From an optimization exercise on the open Yosys and OpenROAD flow, aimed at small area, a short achievable clock period and few clock cycles per item; shortcuts taken in it are not production practice. At most, simulation tests tie the RTL to the original design; equivalence was not proved.

==> flow/design.v (excerpt) <==
module expression_solver
(
    input clk,
    input rst,
    input start,
    input [7:0] X,
    input [15:0] A,
    input [15:0] B,
    input [15:0] C,
    output [15:0] result,
    output zero,
    output overflow,
    output completed
);
Size: ~370 cells after synthesis, about 18 flip-flops, about 3800 sq um of cells after synthesis.
export LEC_CHECK = 0
export CAP_MARGIN = 20
export CORE_MARGIN = 2
export CORE_UTILIZATION = 70
export SETUP_SLACK_MARGIN = 5
export SLEW_MARGIN = 20
export SYNTH_HIERARCHICAL = 1
export SYNTH_MINIMUM_KEEP_SIZE = 0
create_clock -name core_clock -period 11.0 [get_ports {clk}]
standard.sh (not shown) runs the stock make flow with config.mk's settings and CLKGATE_MAP_FILE= SYNTH_SCRIPT=/design/flow/synth_recipe.tcl, a recipe that flattens the netlist after the stock synthesis.
==> flow/flow/run.sh <==
#!/bin/bash
# The standard layout, with the port buffers made from the smallest buffer
# (buf_1) instead of the delay buffer buffer_ports picks by default; the
# resizer still upsizes them where timing, slew or load ask for it.
set -euo pipefail
export BUFFER_PORTS_ARGS="-buffer_cell sky130_fd_sc_hd__buf_1"
bash standard.sh > standard_finish.log 2>&1
Testbench counts at the start, summed over its fixed seeds: cycles 3,600, items 1,200.
==> next run, changes <==
==> flow/flow/run.sh (replaced) <==
#!/bin/bash
set -euo pipefail
export BUFFER_PORTS_ARGS="-buffer_cell sky130_fd_sc_hd__buf_1"
export SETUP_SLACK_MARGIN=6
bash standard.sh > standard_finish.log 2>&1
- CORE_UTILIZATION: 70 -> 60
- SETUP_SLACK_MARGIN: 5 -> not set
The new run produced a clean layout. Clock-buffer cell count goes up by 1. Hold slack gets worse by 0.019 ns. Area after synthesis does not change.

* * *

trial 45:
expression_solver, a different RTL version from the one above (not shown whole).
Size: about 550 cells after synthesis, roughly 78 I/O pins, about 4300 µm² of cells after synthesis.
==> flow/config.mk <==
export PLATFORM = sky130hd
export DESIGN_NAME = expression_solver
export DESIGN_NICKNAME = expression_solver
export VERILOG_FILES = /design/flow/design.v
export SDC_FILE = /design/flow/constraint.sdc
export NUM_CORES = 4
export LEC_CHECK = 0
export ABC_AREA = 1
export CAP_MARGIN = 20
export CORE_MARGIN = 2
export CORE_UTILIZATION = 40
export SETUP_SLACK_MARGIN = 2
export SLEW_MARGIN = 20
export SYNTH_HIERARCHICAL = 1
export SYNTH_MINIMUM_KEEP_SIZE = 0
==> flow/constraint.sdc <==
create_clock -name core_clock -period 11.0 [get_ports {clk}]
set_input_delay 2.2000 -clock core_clock [delete_from_list [all_inputs] [get_ports {clk}]]
set_output_delay 2.2000 -clock core_clock [all_outputs]
set_load 0.01 [all_outputs]
==> flow/flow/run.sh <==
#!/bin/bash
# The standard layout, with the port buffers made from the smallest buffer
# (buf_1) instead of the delay buffer buffer_ports picks by default; the
# resizer still upsizes them where timing, slew or load ask for it.
set -euo pipefail
export BUFFER_PORTS_ARGS="-buffer_cell sky130_fd_sc_hd__buf_1"
bash standard.sh > standard_finish.log 2>&1
Trial 45 ended with every stage complete and zero timing, DRC or antenna violations.
Input-level comparison between trial 42 and trial 45:
Settings: ABC_AREA removed (was 1); SETUP_SLACK_MARGIN changed from 2 to 3.
==> run notes <==
- Trial 42 vs trial 45, number of tapcells went down by about 2.2%.
- In trial 42 the overall routing resource usage turned out 1.0 points lower than in trial 45.
- Going from trial 45 to trial 42, wire length of the first global-routing pass shrinks by about 14%.
- On worst setup slack after placement: between trial 45 and trial 42, it ends up higher for trial 45.
Function was not checked in any run of this note: the RTL went through the layout flow alone.

* * *

## quartz
Another version of the RTL of expression_solver (not shown whole).
Size in the first run: ~430 cells after synthesis, ~18 flip-flops, about 0.0038 sq mm of cells after synthesis.
Design expression_solver, start of the top module:
module expression_solver
(
    input clk,
    input rst,
    input start,
    input [7:0] X,
    input [15:0] A,
    input [15:0] B,
    input [15:0] C,
    output [15:0] result,
    output zero,
    output overflow,
    output completed
);
Settings: LEC_CHECK=0, CAP_MARGIN=20, CORE_MARGIN=2, CORE_UTILIZATION=40, SLEW_MARGIN=20, SYNTH_HIERARCHICAL=1, SYNTH_MINIMUM_KEEP_SIZE=0; clock period 11.0 ns.
Scripts as last shown in full above: flow/flow/run.sh
Inputs modified between quartz and nickel:
Settings: setting SETUP_SLACK_MARGIN to 4 for the first time.
Findings:
The flow did not stop early for nickel: all stages ran, and the layout cleared the timing, DRC and antenna checks. nickel vs. quartz: routability congestion estimate decreased about 7%, count of vias placed by the detailed router higher, worst hold slack down 0.12 ns. Compared with quartz, nickel shows a pin count of the biggest net entering global routing that is about 13% higher. Higher utilization among quartz and nickel: nickel.
Changes in onyx relative to nickel:
Settings: a change of SETUP_SLACK_MARGIN from 4 to 2; a change of CORE_UTILIZATION from 40 to 60.
--- outcome ---
When the final numbers for onyx and nickel were put side by side, the worst-case hold slack turned out to be smaller in nickel. onyx vs. nickel: post-route core utilization up 15 points. Between onyx and nickel, the difference in final-layout clock-cell area share is negligible. ~same post-route clock skew in onyx and nickel. Delta (onyx minus nickel): sequential share of layout area went up by 1.1 points; mean number of vias per cell went up by about 10%; clock period minus worst slack went up by 0.20 ns; area enclosed by the die boundary went down by 32%.
What indigo does differently from onyx at the input level:
Settings: swapping 2 for 2.5 in SETUP_SLACK_MARGIN; swapping 60 for 40 in CORE_UTILIZATION.
Results
indigo | status: complete | timing, DRC, antenna: pass. Sort onyx and indigo by transition time of the tightest slew-check pin, descending, and indigo comes first. Between onyx and indigo, the difference in sequential share of layout area is negligible. Summary — arrival time reported for the critical path endpoint, indigo relative to onyx: lower, by 0.14 ns. Relative to onyx, final critical-path share of the clock period decreased by 1.3 points in indigo.
The following lists how yarrow was set up differently from indigo:
Settings: SETUP_SLACK_MARGIN now 3, was 2.5.
Findings:
- Across yarrow and indigo, none had a timing, DRC or antenna violation.
- Compared to indigo, the routing of yarrow uses less wire.
- There was hardly any difference in global routing usage on met1 between indigo and yarrow.
[inputs] zinc vs yarrow
Settings: SETUP_SLACK_MARGIN changed from 3 to 2.
## What came out
Run comparison: yarrow beginning of the critical path A[3]; zinc beginning of the critical path A[8]. Overall track demand over capacity in global routing came out lower on zinc than on yarrow. Hold slack, yarrow and zinc: smaller value in yarrow. The run with more setup slack is yarrow; zinc has less. Per the comparison of zinc with yarrow, depth of the critical timing path with buffers and inverters included fell by 1.
No run of this note included a check of the RTL's function; only the layout flow was run.

* * *

run 1:
expression_solver, a different RTL version from the one above (not shown whole).
For scale: ~380 cells after synthesis, ~19 flip-flops, about 78 I/O pins.
==> flow/config.mk <==
export PLATFORM = sky130hd
export DESIGN_NAME = expression_solver
export DESIGN_NICKNAME = expression_solver
export VERILOG_FILES = /design/flow/design.v
export SDC_FILE = /design/flow/constraint.sdc
export NUM_CORES = 4
export LEC_CHECK = 0
export CAP_MARGIN = 20
export CORE_MARGIN = 2
export CORE_UTILIZATION = 40
export PLACE_DENSITY = 0.8
export SETUP_SLACK_MARGIN = 2
export SLEW_MARGIN = 20
export SYNTH_HIERARCHICAL = 1
export SYNTH_MINIMUM_KEEP_SIZE = 0
==> flow/constraint.sdc <==
create_clock -name core_clock -period 11.0 [get_ports {clk}]
set_input_delay 2.2000 -clock core_clock [delete_from_list [all_inputs] [get_ports {clk}]]
set_output_delay 2.2000 -clock core_clock [all_outputs]
set_load 0.01 [all_outputs]
Scripts as last shown in full above: flow/flow/run.sh
Testbench counts of run 1, summed over its fixed seeds: cycles 2,400, items 1,200.
diff inputs: run 1 => run 2
- swapping 40 for 60 in CORE_UTILIZATION
Results
| worst hold slack | run 1 vs run 2 | ≈ equal |. Going from run 1 to run 2, wire length of the first global-routing pass has decreased; share of the final layout cell area in multi-input gates has increased; total length of routed met2 wires has decreased. Per the comparison of run 2 with run 1, overall track demand over capacity in global routing up 7.8 points, slack of the worst reg-to-reg path up 0.05 ns, worst setup slack up 0.033 ns.

* * *

expression_solver, a different RTL version from the one above (not shown whole).
Size: ~500 cells after synthesis, roughly 78 I/O pins.
==> flow/design.v (excerpt) <==
module expression_solver
(
    input clk,
    input rst,
    input start,
    input [7:0] X,
    input [15:0] A,
    input [15:0] B,
    input [15:0] C,
    output [15:0] result,
    output zero,
    output overflow,
    output completed
);
Settings: LEC_CHECK=0, CAP_MARGIN=20, CORE_MARGIN=2, CORE_UTILIZATION=40, SETUP_SLACK_MARGIN=2, SLEW_MARGIN=20; clock period 11.0 ns.
run.sh (not shown) runs the stock make flow with config.mk's settings and CLKGATE_MAP_FILE= SYNTH_SCRIPT=/design/flow/synth_recipe.tcl, a recipe that flattens the netlist after the stock synthesis.
Stock flow here: none of the scripts above is used.
Then changed:
--- a/flow/config.mk
+++ b/flow/config.mk
@@ -9,4 +9,3 @@
 export CORE_MARGIN = 2
 export CORE_UTILIZATION = 40
-export SETUP_SLACK_MARGIN = 2
 export SLEW_MARGIN = 20
The new run passed the timing, DRC and antenna checks.
Fmax drops by 11%.
Wire length drops by 7.4%.
Area after synthesis is unchanged.
Worst setup slack is worse by 1.1 ns.
Final cell count is lower by 3.8%.
Flip-flop and latch count stays the same.
Synthesized cell count does not change.
Die area stays the same.
Then changed:
--- a/flow/config.mk
+++ b/flow/config.mk
@@ -10,2 +10,4 @@
 export CORE_UTILIZATION = 40
 export SLEW_MARGIN = 20
+export SYNTH_HIERARCHICAL = 1
+export SYNTH_MINIMUM_KEEP_SIZE = 0
Critical path depth stays the same.
Sequential share of layout area fell by 0.19 points.
Final cell count came out lower by roughly a tenth.
Function was not checked in any run of this note: the RTL went through the layout flow alone.

what the ideal ports hide:
No port has a modelled driver above. Below, the same layouts with a new extraction and two added sets of constraints. Step 1 sets driving cells, clkbuf_16 on the clock port and buf_2 on the other inputs (assumed; they add their load-dependent delay and slew). Step 2 also shifts input and output timing later by t, the mid clock arrival at the registers, as if the neighbouring blocks saw the same clock. Slacks: ideal ports / drivers / drivers and shift; pairs: ideal ports / drivers.
run | t (ns) | setup WS [ns] | clock arrival spread, ns | slew at the worst register clock pin (ns) | pins driven straight from the clock port
the first run of note 1 | 0.280 | 5.060 / 5.062 / 4.782 | 0.001 / 0.002 | 0.07 / 0.07 | 1
the second run of note 1 | 0.278 | 5.289 / 5.288 / 5.009 | 0.007 / 0.007 | 0.07 / 0.07 | 1
trial 45 | 0.285 | 2.313 / 2.290 / 2.290 | 0.010 / 0.010 | 0.08 / 0.08 | 1
trial 42 | 0.281 | 2.608 / 2.584 / 2.584 | 0.009 / 0.009 | 0.08 / 0.08 | 1
quartz | 0.270 | 1.391 / 1.365 / 1.365 | 0.001 / 0.002 | 0.07 / 0.07 | 1
nickel | 0.271 | 2.139 / 2.112 / 2.112 | 0.002 / 0.002 | 0.07 / 0.07 | 1
onyx | 0.268 | 1.935 / 1.909 / 1.909 | 0.001 / 0.001 | 0.06 / 0.06 | 1
indigo | 0.278 | 2.082 / 2.058 / 2.058 | 0.005 / 0.006 | 0.07 / 0.07 | 1
yarrow | 0.270 | 2.151 / 2.129 / 2.129 | 0.002 / 0.001 | 0.07 / 0.07 | 1
zinc | 0.269 | 2.012 / 1.991 / 1.991 | 0.003 / 0.003 | 0.07 / 0.07 | 1
run 1 | 0.288 | 2.129 / 2.102 / 2.102 | 0.003 / 0.002 | 0.08 / 0.08 | 1
run 2 | 0.289 | 2.163 / 2.140 / 2.140 | 0.006 / 0.005 | 0.08 / 0.08 | 1
the first run of note 5 | 0.275 | 2.084 / 2.059 / 2.059 | 0.004 / 0.004 | 0.07 / 0.07 | 1
the second run of note 5 | 0.276 | 0.971 / 0.947 / 0.947 | 0.005 / 0.005 | 0.07 / 0.07 | 1
the third run of note 5 | 0.277 | 1.125 / 1.102 / 1.102 | 0.002 / 0.001 | 0.06 / 0.06 | 1
After both steps every run listed still meets setup and hold. The setup slack of the second run of note 1, which loses most, moves by -0.001 ns with the drivers and by -0.280 ns with both steps.
